From an optimization exercise on the open Yosys and OpenROAD flow, aimed at small area, a short achievable clock period and few clock cycles; shortcuts taken in it are not production practice. RTL that was checked went through simulation tests only; none was proved equivalent to the original. Power and IR drop assume default switching activity.

Setup of the reference run:
==> flow/design.v <==
module jlc3_core (
     input  wire        clk_i_w
    ,input  wire        rst_i_w       
    ,input  wire        en_i_w        
    ,output wire        mem_en_o_w
    ,output wire        mem_we_o_w
    ,output wire [15:0] mem_addr_o_w
    ,output wire [15:0] mem_wdat_o_w
    ,input  wire [15:0] mem_rdat_i_w
    ,input  wire        mem_rdy_i_w
);
    reg [15:0] addr_r;    
    reg [15:0] pc_r;      
    reg        dat_r;     
    reg        dld_r;     
    reg        dst_r;     
    reg        dptr_r;    
    reg        dsti_r;    
    reg [2:0]  dreg_r;    
    reg        n_r;       
    reg        z_r;
    reg [15:0] rf_r [0:7];
    reg        clr_r;     
    integer i;
    function [15:0] add16(input [15:0] a, input [15:0] b, input cin);
        reg [15:0] g, p, gg, pp, gn, pn;
        integer l, k;
        begin
            g = a & b;
            p = a ^ b;
            gg = g;
            gg[0] = g[0] | (p[0] & cin);
            pp = p;
            for (l = 1; l < 16; l = l * 2) begin
                gn = gg;
                pn = pp;
                for (k = 0; k < 16; k = k + 1) begin
                    if (k & l) begin
                        gn[k] = gg[k] | (pp[k] & gg[(k & ~(l - 1)) - 1]);
                        pn[k] = pp[k] & pp[(k & ~(l - 1)) - 1];
                    end
                end
                gg = gn;
                pp = pn;
            end
            add16 = p ^ {gg[14:0], cin};
        end
    endfunction
    wire adv_w = en_i_w & mem_rdy_i_w;
    wire fet_w = ~dat_r & ~clr_r;
    wire [15:0] ins_w = mem_rdat_i_w;
    wire [3:0]  op_w  = ins_w[15:12];
    wire i_br   = (op_w == 4'b0000);
    wire i_add  = (op_w == 4'b0001);
    wire i_and  = (op_w == 4'b0101);
    wire i_not  = (op_w == 4'b1001);
    wire i_ld   = (op_w == 4'b0010);
    wire i_st   = (op_w == 4'b0011);
    wire i_jsr  = (op_w == 4'b0100);
    wire i_ldr  = (op_w == 4'b0110);
    wire i_str  = (op_w == 4'b0111);
    wire i_ldi  = (op_w == 4'b1010);
    wire i_sti  = (op_w == 4'b1011);
    wire i_jmp  = (op_w == 4'b1100);
    wire i_lea  = (op_w == 4'b1110);
    wire i_trap = (op_w == 4'b1111);
    wire i_nop  = (op_w == 4'b1000) | (op_w == 4'b1101);
    wire br_take_w = (ins_w[11] & n_r) | (ins_w[10] & z_r) | (ins_w[9] & ~n_r & ~z_r);
    wire i_jsri = i_jsr & ins_w[11];
    wire pcrel_w = i_br | i_ld | i_st | i_ldi | i_sti | i_lea | i_jsri;
    wire [2:0] ra_w = ins_w[8:6];
    wire [2:0] rb_w = ins_w[2:0];
    reg  [15:0] rda_w;      
    reg  [15:0] opa_w;      
    reg  [15:0] rdb_w;
    reg  [15:0] rdc_w;      
    always @(*) begin
        rda_w = 16'b0;
        rdb_w = 16'b0;
        rdc_w = 16'b0;
        for (i = 0; i < 8; i = i + 1) begin
            rda_w = rda_w | ({16{ra_w == i}} & rf_r[i]);
            rdb_w = rdb_w | ({16{rb_w == i}} & rf_r[i]);
            rdc_w = rdc_w | ({16{dreg_r == i}} & rf_r[i]);
        end
        opa_w = pcrel_w ? addr_r : rda_w;
    end
    wire [15:0] off9_w  = {{7{ins_w[8]}}, ins_w[8:0]};
    wire [15:0] off11_w = {{5{ins_w[10]}}, ins_w[10:0]};
    wire [15:0] off6_w  = {{10{ins_w[5]}}, ins_w[5:0]};
    wire [15:0] imm5_w  = {{11{ins_w[4]}}, ins_w[4:0]};
    wire        isreg_w = (i_add | i_and) & ~ins_w[5];   
    reg  [15:0] opb_w;
    always @(*) begin
        if (isreg_w)
            opb_w = rdb_w;
        else if (i_ldr | i_str)
            opb_w = off6_w;
        else if (i_jsri)
            opb_w = off11_w;
        else if (pcrel_w)
            opb_w = off9_w;
        else
            opb_w = imm5_w;
    end
    wire [15:0] sum_w = add16(opa_w, opb_w, pcrel_w);
    wire [15:0] p_w = opa_w ^ opb_w;
    wire        sumz_w = (p_w[0] == pcrel_w) & (p_w[15:1] == (opa_w[14:0] | opb_w[14:0]));
    wire [15:0] and_w = rda_w & opb_w;
    wire [15:0] pcn_w = add16(addr_r, 16'd0, 1'b1);
    wire f_seq  = i_add | i_and | i_not | i_lea | (i_br & ~br_take_w) | i_nop;
    wire f_sum  = (i_br & br_take_w) | i_jsri | i_ld | i_st | i_ldi | i_sti | i_ldr | i_str;
    wire f_ra   = i_jmp | (i_jsr & ~ins_w[11]);
    wire f_trap = i_trap;
    wire d_pc   = dld_r | dst_r;                
    wire d_rdat = ~dld_r & ~dst_r;              
    wire [15:0] nxt_w = fet_w ? (({16{f_seq}}   & pcn_w)
                               | ({16{f_sum}}   & sum_w)
                               | ({16{f_ra}}    & rda_w)
                               | ({16{f_trap}}  & {8'b0, ins_w[7:0]}))
                              : (({16{d_pc}}    & pc_r)
                               | ({16{d_rdat}}  & mem_rdat_i_w));
    wire wr_sum  = fet_w & (i_add | i_lea);
    wire wr_and  = fet_w & i_and;
    wire wr_not  = fet_w & i_not;
    wire wr_link = fet_w & (i_jsr | i_trap);
    wire wr_mem  = dld_r;
    wire wen_w   = wr_sum | wr_and | wr_not | wr_link | wr_mem;
    wire [2:0]  wa_w = dat_r ? dreg_r : (wr_link ? 3'd7 : ins_w[11:9]);
    wire [15:0] wd_w = ({16{wr_sum}}  & sum_w)
                     | ({16{wr_and}}  & and_w)
                     | ({16{wr_not}}  & ~rda_w)
                     | ({16{wr_link}} & pcn_w)
                     | ({16{wr_mem}}  & mem_rdat_i_w);
    wire        wz_w = (wr_sum  & sumz_w)
                     | (wr_and  & ~|and_w)
                     | (wr_not  & &rda_w)
                     | (wr_link & ~|pcn_w)
                     | (wr_mem  & ~|mem_rdat_i_w);
    always @(posedge clk_i_w) begin
        for (i = 0; i < 8; i = i + 1)
            if (clr_r || (adv_w && wen_w && wa_w == i))
                rf_r[i] <= wd_w;
    end
    always @(posedge clk_i_w or negedge rst_i_w) begin
        if (!rst_i_w) begin
            clr_r <= 1'b1;
            n_r   <= 1'b0;
            z_r   <= 1'b1;
        end else begin
            clr_r <= 1'b0;
            if (adv_w && wen_w) begin
                n_r <= wd_w[15];
                z_r <= wz_w;
            end
        end
    end
    always @(posedge clk_i_w or negedge rst_i_w) begin
        if (!rst_i_w) begin
            addr_r <= 16'b0;
            dat_r  <= 1'b0;
            dld_r  <= 1'b0;
            dst_r  <= 1'b0;
            dptr_r <= 1'b0;
        end else if (adv_w && !clr_r) begin
            addr_r <= nxt_w;
            if (fet_w) begin
                dat_r  <= i_ld | i_ldr | i_st | i_str | i_ldi | i_sti | i_trap;
                dld_r  <= i_ld | i_ldr;
                dst_r  <= i_st | i_str;
                dptr_r <= i_ldi | i_sti;
            end else begin
                dat_r  <= dptr_r;
                dld_r  <= dptr_r & ~dsti_r;
                dst_r  <= dptr_r & dsti_r;
                dptr_r <= 1'b0;
            end
        end
    end
    always @(posedge clk_i_w) begin
        if (adv_w && fet_w) begin
            pc_r   <= pcn_w;
            dreg_r <= ins_w[11:9];
            dsti_r <= op_w[0];
        end
    end
    assign mem_en_o_w   = en_i_w;
    assign mem_we_o_w   = dst_r;
    assign mem_addr_o_w = addr_r;
    assign mem_wdat_o_w = rdc_w;
endmodule
export LEC_CHECK = 0
export ABC_AREA = 1
export CAP_MARGIN = 20
export CORE_MARGIN = 2
export CORE_UTILIZATION = 55
export PLACE_DENSITY = 0.75
export SETUP_SLACK_MARGIN = 3.6
export SLEW_MARGIN = 20
export TNS_END_PERCENT = 100
create_clock -name core_clock -period 8.0 [get_ports {clk_i_w}]
standard.sh (not shown) runs the stock make flow with config.mk's settings and CLKGATE_MAP_FILE= SYNTH_SCRIPT=/design/flow/synth_recipe.tcl, a recipe that flattens the netlist after the stock synthesis.
==> flow/flow/run.sh <==
#!/bin/bash
set -euo pipefail
bash standard.sh ADDER_MAP_FILE= finish > standard.log 2>&1
Testbench counts of the reference run, summed over its fixed seeds: cycles 25,627.
The inputs of the trial run differ from those of the reference run as listed below.
diff --git a/flow/design.v b/flow/design.v
--- a/flow/design.v
+++ b/flow/design.v
@@ -19,7 +19,7 @@
     reg [2:0]  dreg_r;    
     reg        n_r;       
     reg        z_r;
-    reg [15:0] rf_r [0:7];
+    reg [15:0] rf_r [0:7];    
     reg        clr_r;     
     integer i;
     function [15:0] add16(input [15:0] a, input [15:0] b, input cin);
@@ -79,9 +79,9 @@
         rdb_w = 16'b0;
         rdc_w = 16'b0;
         for (i = 0; i < 8; i = i + 1) begin
-            rda_w = rda_w | ({16{ra_w == i}} & rf_r[i]);
-            rdb_w = rdb_w | ({16{rb_w == i}} & rf_r[i]);
-            rdc_w = rdc_w | ({16{dreg_r == i}} & rf_r[i]);
+            rda_w = rda_w | ({16{ra_w == i}} & ~rf_r[i]);
+            rdb_w = rdb_w | ({16{rb_w == i}} & ~rf_r[i]);
+            rdc_w = rdc_w | ({16{dreg_r == i}} & ~rf_r[i]);
         end
         opa_w = pcrel_w ? addr_r : rda_w;
     end
@@ -140,7 +140,7 @@
     always @(posedge clk_i_w) begin
         for (i = 0; i < 8; i = i + 1)
             if (clr_r || (adv_w && wen_w && wa_w == i))
-                rf_r[i] <= wd_w;
+                rf_r[i] <= ~wd_w;
     end
     always @(posedge clk_i_w or negedge rst_i_w) begin
         if (!rst_i_w) begin
Results
When the final numbers for the trial run and the reference run were put side by side, the maximum frequency turned out to be greater in the reference run. Diff the reference run -> the trial run | worst setup slack | decrease of 0.063 ns. NOTE number of library cell types mapped by synthesis the reference run->the trial run decreased by more than 10%. Number of cells produced by synthesis in the trial run vs the reference run: down 58. The trial run — count of cell instances traversed by the critical path 3 higher, the reference run as reference. Looking at clock power across the trial run and the reference run, the one that comes out lower is the trial run. From the reference run to the trial run the numbers moved as follows: peak per-stage delay on the critical path essentially unchanged, deepest clock path buffer count essentially unchanged, cell area decreased about 2.4%, count of non-filler cells in the finished layout decreased 59, number of hold buffers added after cts essentially unchanged. For the reference run, the worst setup path startpoint was dreg_r[2], unlike the trial run, where it was dreg_r[0]. The trial run ends up with a switching portion of total power that is 2.3 points lower than in the reference run. Total power: the trial run below the reference run.
For the trial run, only the layout was checked, not whether the RTL still works.

## afterwards: timing with drivers on the ports
Ports are ideal in the flow. The routed layouts listed here were re-timed in OpenROAD. Step 1: set_driving_cell puts a clkbuf_16 on clk_i_w and a buf_2 on each other input, an assumption about the parent block. Step 2 times the ports against the registers' clock, not the clock port: input delays grow and output delays shrink by t, the midpoint of the rising clock arrivals with the driver on. Slacks: no drivers / after step 1 / after step 2; pairs: no drivers / after step 1.
run | t (ns) | setup slack, ns | slew at the worst register clock pin (ns) | worst data-port slew with drivers (ns)
the reference run | 0.490 | 3.610 / 3.563 / 3.279 | 0.08 / 0.08 | 0.03
the trial run | 0.487 | 3.547 / 3.500 / 3.216 | 0.08 / 0.08 | 0.05
After both steps setup and hold are still met in every run listed.
